Background: an optimization exercise with open tools, aiming at small area, a short achievable clock period and few clock cycles. Do not read the settings as production practice. Where RTL was checked, it was by simulation tests only, not by an equivalence proof against the original. Power figures rest on the tool's default switching activity, not on a simulated workload.

==> branch xenon <==
==> flow/design.v (excerpt) <==
module top(
    input clk,              
    input rst,              
    input cyc,              
    input stb,              
    input we,               
    input [3:0] wb_sel,     
    input [31:0] adr,       
    input [31:0] dat_mosi,  
    output [31:0] dat_miso,  
    output reg ack,             
    output reg err              
);
==> module top, before the edit <==
module top(
    input clk,              
    input rst,              
    input cyc,              
    input stb,              
    input we,               
    input [3:0] wb_sel,     
    input [31:0] adr,       
    input [31:0] dat_mosi,  
    output [31:0] dat_miso,  
    output reg ack,             
    output reg err              
);
reg [71:0] A, B;
reg [7:0] rdata;
reg [2:0] tgt_row, tgt_col;    
reg [4:0] tag;                 
reg fresh;                     
reg missed;                    
reg wv;                        
reg [4:0] wa;                  
reg [7:0] wd;
reg rst_q;
assign dat_miso = {24'b0, rdata};
wire req      = cyc & stb;
wire adr_hi0  = ~|adr[31:5];
wire [4:0] a5 = adr[4:0];
wire lo_ab    = a5 < 5'd18;
wire lo_c     = (a5 >= 5'd18) & (a5 < 5'd27);
wire in_ab    = adr_hi0 & lo_ab;
wire in_c     = adr_hi0 & lo_c;
wire wr       = req & we & wb_sel[0];
wire rd       = req & ~we;
wire wr_ab    = wr & in_ab;
wire rd_c     = rd & in_c;
reg [2:0] nn_row, nn_col;
always @(*) begin
    case (a5)
        5'd18: begin nn_row = 3'b001; nn_col = 3'b100; end
        5'd19: begin nn_row = 3'b010; nn_col = 3'b001; end
        5'd20: begin nn_row = 3'b010; nn_col = 3'b010; end
        5'd21: begin nn_row = 3'b010; nn_col = 3'b100; end
        5'd22: begin nn_row = 3'b100; nn_col = 3'b001; end
        5'd23: begin nn_row = 3'b100; nn_col = 3'b010; end
        5'd24: begin nn_row = 3'b100; nn_col = 3'b100; end
        5'd25: begin nn_row = 3'b001; nn_col = 3'b001; end
        default: begin nn_row = 3'b001; nn_col = 3'b010; end
    endcase
end
reg [2:0] l_row, l_col;
always @(*) begin
    case (wa)
        5'd18: begin l_row = 3'b001; l_col = 3'b001; end
        5'd19: begin l_row = 3'b001; l_col = 3'b010; end
        5'd20: begin l_row = 3'b001; l_col = 3'b100; end
        5'd21: begin l_row = 3'b010; l_col = 3'b001; end
        5'd22: begin l_row = 3'b010; l_col = 3'b010; end
        5'd23: begin l_row = 3'b010; l_col = 3'b100; end
        5'd24: begin l_row = 3'b100; l_col = 3'b001; end
        5'd25: begin l_row = 3'b100; l_col = 3'b010; end
        default: begin l_row = 3'b100; l_col = 3'b100; end
    endcase
end
reg [4:0] tgt_adr;
always @(*) begin
    case ({tgt_row, tgt_col})
        6'b001_001: tgt_adr = 5'd18;
        6'b001_010: tgt_adr = 5'd19;
        6'b001_100: tgt_adr = 5'd20;
        6'b010_001: tgt_adr = 5'd21;
        6'b010_010: tgt_adr = 5'd22;
        6'b010_100: tgt_adr = 5'd23;
        6'b100_001: tgt_adr = 5'd24;
        6'b100_010: tgt_adr = 5'd25;
        6'b100_100: tgt_adr = 5'd26;
        default:    tgt_adr = 5'd0;
    endcase
end
wire [2:0] tag_row = (tag < 5'd21) ? 3'b001 : (tag < 5'd24) ? 3'b010 : 3'b100;
wire [2:0] tag_col = (tag == 5'd18 || tag == 5'd21 || tag == 5'd24) ? 3'b001 :
                     (tag == 5'd19 || tag == 5'd22 || tag == 5'd25) ? 3'b010 : 3'b100;
function touches;
    input [4:0] x;
    input [2:0] row, col;
    begin
        if (x < 5'd9)
            touches = (x < 5'd3) ? row[0] : (x < 5'd6) ? row[1] : row[2];
        else if (x == 5'd9 || x == 5'd12 || x == 5'd15)
            touches = col[0];
        else if (x == 5'd10 || x == 5'd13 || x == 5'd16)
            touches = col[1];
        else
            touches = col[2];
    end
endfunction
wire hit = (a5 == tag) & fresh & ~(wv & touches(wa, tag_row, tag_col));
wire [7:0] c;
matrix_mult mm_inst(.clk(clk), .A(A), .B(B), .row(tgt_row), .col(tgt_col), .c(c));
always @(posedge clk or posedge rst) begin
    if (rst) begin
        tgt_row <= 3'b000;
        tgt_col <= 3'b000;
        tag <= 5'd0;
        fresh <= 1'b0;
        missed <= 1'b0;
        wv <= 1'b0;
    end else begin
        tag <= tgt_adr;
        fresh <= ~((wv & touches(wa, tgt_row, tgt_col)) | rst_q);
        missed <= rd_c & ~hit;
        wv <= wr_ab;
        if (wr) begin
            tgt_row <= 3'b001;
            tgt_col <= (a5 == 5'd17) ? 3'b010 : 3'b001;
        end else if (rd & lo_c) begin
            tgt_row <= missed ? l_row : nn_row;
            tgt_col <= missed ? l_col : nn_col;
        end
    end
end
always @(posedge clk or posedge rst) begin
    if (rst)
        rst_q <= 1'b1;
    else
        rst_q <= 1'b0;
end
always @(posedge clk) begin
    ack <= wr_ab | (rd_c & hit);
    err <= (wr & ~in_ab) | (rd & ~in_c);
end
always @(posedge clk) begin
    wa <= a5;
    wd <= dat_mosi[7:0];
end
always @(posedge clk)
    rdata <= c;
wire [7:0] sdata = rst_q ? 8'b0 : wd;
integer e;
always @(posedge clk) begin
    for (e = 0; e < 9; e = e + 1) begin
        if (rst_q | (wv & (wa == e)))     A[e*8+:8] <= sdata;
        if (rst_q | (wv & (wa == e + 9))) B[e*8+:8] <= sdata;
    end
end
endmodule
==> flow/config.mk <==
export PLATFORM = sky130hd
export DESIGN_NAME = top
export DESIGN_NICKNAME = top
export VERILOG_FILES = /design/flow/design.v
export SDC_FILE = /design/flow/constraint.sdc
export NUM_CORES = 4
export LEC_CHECK = 0
export ABC_AREA = 1
export CAP_MARGIN = 20
export CORE_MARGIN = 2
export CORE_UTILIZATION = 40
export SLEW_MARGIN = 20
==> flow/constraint.sdc <==
create_clock -name core_clock -period 10.0 [get_ports {clk}]
set_input_delay 2.0000 -clock core_clock [delete_from_list [all_inputs] [get_ports {clk}]]
set_output_delay 2.0000 -clock core_clock [all_outputs]
set_load 0.01 [all_outputs]
standard.sh (not shown) runs the stock make flow with config.mk's settings and CLKGATE_MAP_FILE= SYNTH_SCRIPT=/design/flow/synth_recipe.tcl, a recipe that flattens the netlist after the stock synthesis.
==> flow/flow/run.sh <==
#!/bin/bash
bash standard.sh SETUP_SLACK_MARGIN=7 \
  "BUFFER_PORTS_ARGS=-buffer_cell sky130_fd_sc_hd__buf_1" \
  "CTS_ARGS=-sink_clustering_enable -repair_clock_nets -buf_list sky130_fd_sc_hd__clkbuf_16 -sink_clustering_size 30 -sink_clustering_max_diameter 150 -dont_use_dummy_load" \
  finish > standard.log 2>&1
==> branch juniper (differences from branch xenon) <==
--- a/flow/design.v
+++ b/flow/design.v
@@ -226,11 +226,11 @@
 reg [71:0] A, B;
 reg [7:0] rdata;
 reg [2:0] tgt_row, tgt_col;    
-reg [4:0] tag;                 
+reg [2:0] tag_row, tag_col;    
 reg fresh;                     
 reg missed;                    
 reg wv;                        
-reg [4:0] wa;                  
+reg [4:0] wa;
 reg [7:0] wd;
 reg rst_q;
 assign dat_miso = {24'b0, rdata};
@@ -245,52 +245,22 @@
 wire rd       = req & ~we;
 wire wr_ab    = wr & in_ab;
 wire rd_c     = rd & in_c;
-reg [2:0] nn_row, nn_col;
+reg [2:0] r_row, r_col;
 always @(*) begin
     case (a5)
-        5'd18: begin nn_row = 3'b001; nn_col = 3'b100; end
-        5'd19: begin nn_row = 3'b010; nn_col = 3'b001; end
-        5'd20: begin nn_row = 3'b010; nn_col = 3'b010; end
-        5'd21: begin nn_row = 3'b010; nn_col = 3'b100; end
-        5'd22: begin nn_row = 3'b100; nn_col = 3'b001; end
-        5'd23: begin nn_row = 3'b100; nn_col = 3'b010; end
-        5'd24: begin nn_row = 3'b100; nn_col = 3'b100; end
-        5'd25: begin nn_row = 3'b001; nn_col = 3'b001; end
-        default: begin nn_row = 3'b001; nn_col = 3'b010; end
+        5'd18: begin r_row = 3'b001; r_col = 3'b001; end
+        5'd19: begin r_row = 3'b001; r_col = 3'b010; end
+        5'd20: begin r_row = 3'b001; r_col = 3'b100; end
+        5'd21: begin r_row = 3'b010; r_col = 3'b001; end
+        5'd22: begin r_row = 3'b010; r_col = 3'b010; end
+        5'd23: begin r_row = 3'b010; r_col = 3'b100; end
+        5'd24: begin r_row = 3'b100; r_col = 3'b001; end
+        5'd25: begin r_row = 3'b100; r_col = 3'b010; end
+        default: begin r_row = 3'b100; r_col = 3'b100; end
     endcase
 end
-reg [2:0] l_row, l_col;
-always @(*) begin
-    case (wa)
-        5'd18: begin l_row = 3'b001; l_col = 3'b001; end
-        5'd19: begin l_row = 3'b001; l_col = 3'b010; end
-        5'd20: begin l_row = 3'b001; l_col = 3'b100; end
-        5'd21: begin l_row = 3'b010; l_col = 3'b001; end
-        5'd22: begin l_row = 3'b010; l_col = 3'b010; end
-        5'd23: begin l_row = 3'b010; l_col = 3'b100; end
-        5'd24: begin l_row = 3'b100; l_col = 3'b001; end
-        5'd25: begin l_row = 3'b100; l_col = 3'b010; end
-        default: begin l_row = 3'b100; l_col = 3'b100; end
-    endcase
-end
-reg [4:0] tgt_adr;
-always @(*) begin
-    case ({tgt_row, tgt_col})
-        6'b001_001: tgt_adr = 5'd18;
-        6'b001_010: tgt_adr = 5'd19;
-        6'b001_100: tgt_adr = 5'd20;
-        6'b010_001: tgt_adr = 5'd21;
-        6'b010_010: tgt_adr = 5'd22;
-        6'b010_100: tgt_adr = 5'd23;
-        6'b100_001: tgt_adr = 5'd24;
-        6'b100_010: tgt_adr = 5'd25;
-        6'b100_100: tgt_adr = 5'd26;
-        default:    tgt_adr = 5'd0;
-    endcase
-end
-wire [2:0] tag_row = (tag < 5'd21) ? 3'b001 : (tag < 5'd24) ? 3'b010 : 3'b100;
-wire [2:0] tag_col = (tag == 5'd18 || tag == 5'd21 || tag == 5'd24) ? 3'b001 :
-                     (tag == 5'd19 || tag == 5'd22 || tag == 5'd25) ? 3'b010 : 3'b100;
+wire [2:0] nn_col = {r_col[0], r_col[2:1]};
+wire [2:0] nn_row = r_col[0] ? r_row : {r_row[1:0], r_row[2]};
 function touches;
     input [4:0] x;
     input [2:0] row, col;
@@ -305,19 +275,18 @@
             touches = col[2];
     end
 endfunction
-wire hit = (a5 == tag) & fresh & ~(wv & touches(wa, tag_row, tag_col));
+wire hit = |(r_row & tag_row) & |(r_col & tag_col) & fresh &
+           ~(wv & touches(wa, tag_row, tag_col));
 wire [7:0] c;
 matrix_mult mm_inst(.clk(clk), .A(A), .B(B), .row(tgt_row), .col(tgt_col), .c(c));
 always @(posedge clk or posedge rst) begin
     if (rst) begin
         tgt_row <= 3'b000;
         tgt_col <= 3'b000;
-        tag <= 5'd0;
         fresh <= 1'b0;
         missed <= 1'b0;
         wv <= 1'b0;
     end else begin
-        tag <= tgt_adr;
         fresh <= ~((wv & touches(wa, tgt_row, tgt_col)) | rst_q);
         missed <= rd_c & ~hit;
         wv <= wr_ab;
@@ -325,8 +294,8 @@
             tgt_row <= 3'b001;
             tgt_col <= (a5 == 5'd17) ? 3'b010 : 3'b001;
         end else if (rd & lo_c) begin
-            tgt_row <= missed ? l_row : nn_row;
-            tgt_col <= missed ? l_col : nn_col;
+            tgt_row <= missed ? r_row : nn_row;
+            tgt_col <= missed ? r_col : nn_col;
         end
     end
 end
@@ -341,6 +310,10 @@
     err <= (wr & ~in_ab) | (rd & ~in_c);
 end
 always @(posedge clk) begin
+    tag_row <= tgt_row;
+    tag_col <= tgt_col;
+end
+always @(posedge clk) begin
     wa <= a5;
     wd <= dat_mosi[7:0];
 end
ABC_AREA = not set   (was 1)
PLACE_DENSITY = 0.5   (was not set)
==> branch onyx (differences from branch xenon) <==
--- a/flow/design.v
+++ b/flow/design.v
@@ -226,11 +226,11 @@
 reg [71:0] A, B;
 reg [7:0] rdata;
 reg [2:0] tgt_row, tgt_col;    
-reg [4:0] tag;                 
+reg [2:0] tag_row, tag_col;    
 reg fresh;                     
 reg missed;                    
 reg wv;                        
-reg [4:0] wa;                  
+reg [4:0] wa;
 reg [7:0] wd;
 reg rst_q;
 assign dat_miso = {24'b0, rdata};
@@ -245,52 +245,22 @@
 wire rd       = req & ~we;
 wire wr_ab    = wr & in_ab;
 wire rd_c     = rd & in_c;
-reg [2:0] nn_row, nn_col;
+reg [2:0] r_row, r_col;
 always @(*) begin
     case (a5)
-        5'd18: begin nn_row = 3'b001; nn_col = 3'b100; end
-        5'd19: begin nn_row = 3'b010; nn_col = 3'b001; end
-        5'd20: begin nn_row = 3'b010; nn_col = 3'b010; end
-        5'd21: begin nn_row = 3'b010; nn_col = 3'b100; end
-        5'd22: begin nn_row = 3'b100; nn_col = 3'b001; end
-        5'd23: begin nn_row = 3'b100; nn_col = 3'b010; end
-        5'd24: begin nn_row = 3'b100; nn_col = 3'b100; end
-        5'd25: begin nn_row = 3'b001; nn_col = 3'b001; end
-        default: begin nn_row = 3'b001; nn_col = 3'b010; end
+        5'd18: begin r_row = 3'b001; r_col = 3'b001; end
+        5'd19: begin r_row = 3'b001; r_col = 3'b010; end
+        5'd20: begin r_row = 3'b001; r_col = 3'b100; end
+        5'd21: begin r_row = 3'b010; r_col = 3'b001; end
+        5'd22: begin r_row = 3'b010; r_col = 3'b010; end
+        5'd23: begin r_row = 3'b010; r_col = 3'b100; end
+        5'd24: begin r_row = 3'b100; r_col = 3'b001; end
+        5'd25: begin r_row = 3'b100; r_col = 3'b010; end
+        default: begin r_row = 3'b100; r_col = 3'b100; end
     endcase
 end
-reg [2:0] l_row, l_col;
-always @(*) begin
-    case (wa)
-        5'd18: begin l_row = 3'b001; l_col = 3'b001; end
-        5'd19: begin l_row = 3'b001; l_col = 3'b010; end
-        5'd20: begin l_row = 3'b001; l_col = 3'b100; end
-        5'd21: begin l_row = 3'b010; l_col = 3'b001; end
-        5'd22: begin l_row = 3'b010; l_col = 3'b010; end
-        5'd23: begin l_row = 3'b010; l_col = 3'b100; end
-        5'd24: begin l_row = 3'b100; l_col = 3'b001; end
-        5'd25: begin l_row = 3'b100; l_col = 3'b010; end
-        default: begin l_row = 3'b100; l_col = 3'b100; end
-    endcase
-end
-reg [4:0] tgt_adr;
-always @(*) begin
-    case ({tgt_row, tgt_col})
-        6'b001_001: tgt_adr = 5'd18;
-        6'b001_010: tgt_adr = 5'd19;
-        6'b001_100: tgt_adr = 5'd20;
-        6'b010_001: tgt_adr = 5'd21;
-        6'b010_010: tgt_adr = 5'd22;
-        6'b010_100: tgt_adr = 5'd23;
-        6'b100_001: tgt_adr = 5'd24;
-        6'b100_010: tgt_adr = 5'd25;
-        6'b100_100: tgt_adr = 5'd26;
-        default:    tgt_adr = 5'd0;
-    endcase
-end
-wire [2:0] tag_row = (tag < 5'd21) ? 3'b001 : (tag < 5'd24) ? 3'b010 : 3'b100;
-wire [2:0] tag_col = (tag == 5'd18 || tag == 5'd21 || tag == 5'd24) ? 3'b001 :
-                     (tag == 5'd19 || tag == 5'd22 || tag == 5'd25) ? 3'b010 : 3'b100;
+wire [2:0] nn_col = {r_col[0], r_col[2:1]};
+wire [2:0] nn_row = r_col[0] ? r_row : {r_row[1:0], r_row[2]};
 function touches;
     input [4:0] x;
     input [2:0] row, col;
@@ -305,19 +275,18 @@
             touches = col[2];
     end
 endfunction
-wire hit = (a5 == tag) & fresh & ~(wv & touches(wa, tag_row, tag_col));
+wire hit = |(r_row & tag_row) & |(r_col & tag_col) & fresh &
+           ~(wv & touches(wa, tag_row, tag_col));
 wire [7:0] c;
 matrix_mult mm_inst(.clk(clk), .A(A), .B(B), .row(tgt_row), .col(tgt_col), .c(c));
 always @(posedge clk or posedge rst) begin
     if (rst) begin
         tgt_row <= 3'b000;
         tgt_col <= 3'b000;
-        tag <= 5'd0;
         fresh <= 1'b0;
         missed <= 1'b0;
         wv <= 1'b0;
     end else begin
-        tag <= tgt_adr;
         fresh <= ~((wv & touches(wa, tgt_row, tgt_col)) | rst_q);
         missed <= rd_c & ~hit;
         wv <= wr_ab;
@@ -325,8 +294,8 @@
             tgt_row <= 3'b001;
             tgt_col <= (a5 == 5'd17) ? 3'b010 : 3'b001;
         end else if (rd & lo_c) begin
-            tgt_row <= missed ? l_row : nn_row;
-            tgt_col <= missed ? l_col : nn_col;
+            tgt_row <= missed ? r_row : nn_row;
+            tgt_col <= missed ? r_col : nn_col;
         end
     end
 end
@@ -341,6 +310,10 @@
     err <= (wr & ~in_ab) | (rd & ~in_c);
 end
 always @(posedge clk) begin
+    tag_row <= tgt_row;
+    tag_col <= tgt_col;
+end
+always @(posedge clk) begin
     wa <= a5;
     wd <= dat_mosi[7:0];
 end
==> flow/run.sh (new file) <==
#!/bin/bash
# synth_recipe.tcl (not shown) runs the flow's synth.tcl, then flattens the netlist and writes it again
# the make line also repeats each setting of config.mk as NAME=value (left out here)
make -C /OpenROAD-flow-scripts/flow DESIGN_CONFIG=/design/flow/config.mk WORK_HOME=/design/flow/orfs CLKGATE_MAP_FILE= SYNTH_SCRIPT=/design/flow/synth_recipe.tcl finish
ABC_AREA = not set   (was 1)
CTS_CLUSTER_DIAMETER = 150   (was not set)
CTS_CLUSTER_SIZE = 30   (was not set)
SETUP_SLACK_MARGIN = 5   (was not set)
removed: flow/flow/run.sh
removed: flow/standard.sh
==> comparison table <==
| quantity | branch xenon | branch onyx | branch juniper |
|---|---|---|---|
| Sw power | 0.0009207 W | 0.0007956 W | 0.0007994 W |
| R2R Path End | mm_inst.p4_3 | mm_inst.p7_4 | mm_inst.p5_4 |
| Multi-input combinational cell area | 4360 um^2 | 3797 um^2 | 3970 um^2 |
| Final cell utilization of the core | 43.99% | 45.53% | 46.55% |
| Part of the total power dissipated in sequential elements | 43.8% | 44.9% | 44.4% |
| Die span in y | 169.8 um | 161.3 um | 161.3 um |
| Sequential portion of the cell area | 49.14% | 51.45% | 50.34% |
| Worst setup slack after placement | 6330 ps | 5312 ps | 5884 ps |
| Area of the die | 28820 um^2 | 26030 um^2 | 26030 um^2 |
| Share of Yosys cell area claimed by the top area cell type | 39.35% | 43.67% | 43.67% |
| Post-route cell area | 11860 um^2 | 11070 um^2 | 11320 um^2 |
| Hold slack | 338.0 ps | 341.5 ps | 337.4 ps |
| Status | no timing/DRC/antenna violations | no timing/DRC/antenna violations | no timing/DRC/antenna violations |
| Clock tree buffer count of the final layout | 11 | 15 | 10 |
| Total routing usage reported by global routing | 16.78% | 16.98% | 17.57% |
| Overall power of the completed layout | 0.002604 W | 0.002493 W | 0.002506 W |
| Number of standard cells in the final layout excluding fillers | 1492 | 1140 | 1173 |
| Critical path peak fanout | 1 | 10 | 6 |
Testbench counts of branch juniper, summed over its fixed seeds: cycles 8,640.
Testbench counts of branch onyx, summed over its fixed seeds: cycles 8,640.
Function not checked in branch xenon: the RTL went through the layout flow alone.

## port drivers added, routing unchanged
The flow's constraints put no driver on any port. The routed layouts listed below were extracted and timed again, unchanged, in two steps.
Step 1 sets driving cells, clkbuf_16 on the clock port and buf_2 on the other inputs (assumed; they add their load-dependent delay and slew).
Step 2 times the ports against the registers' clock, not the clock port: input delays grow and output delays shrink by t, the midpoint of the rising clock arrivals with the driver on.
Slacks: no drivers / after step 1 / after step 2; pairs: no drivers / after step 1.
run | shift t [ns] | setup slack, ns | latest minus earliest clock arrival (ns) | worst slew at a driven data input, ns
branch xenon | 0.492 | 7.044 / 6.997 / 6.673 | 0.072 / 0.071 | 0.04
branch juniper | 0.510 | 7.007 / 6.990 / 6.480 | 0.030 / 0.031 | 0.06
branch onyx | 0.520 | 5.798 / 5.819 / 5.299 | 0.039 / 0.039 | 0.04
After both steps every run listed still meets setup and hold. For branch juniper, which loses most, drivers alone change the setup slack by -0.017 ns; drivers and shift together by -0.527 ns.
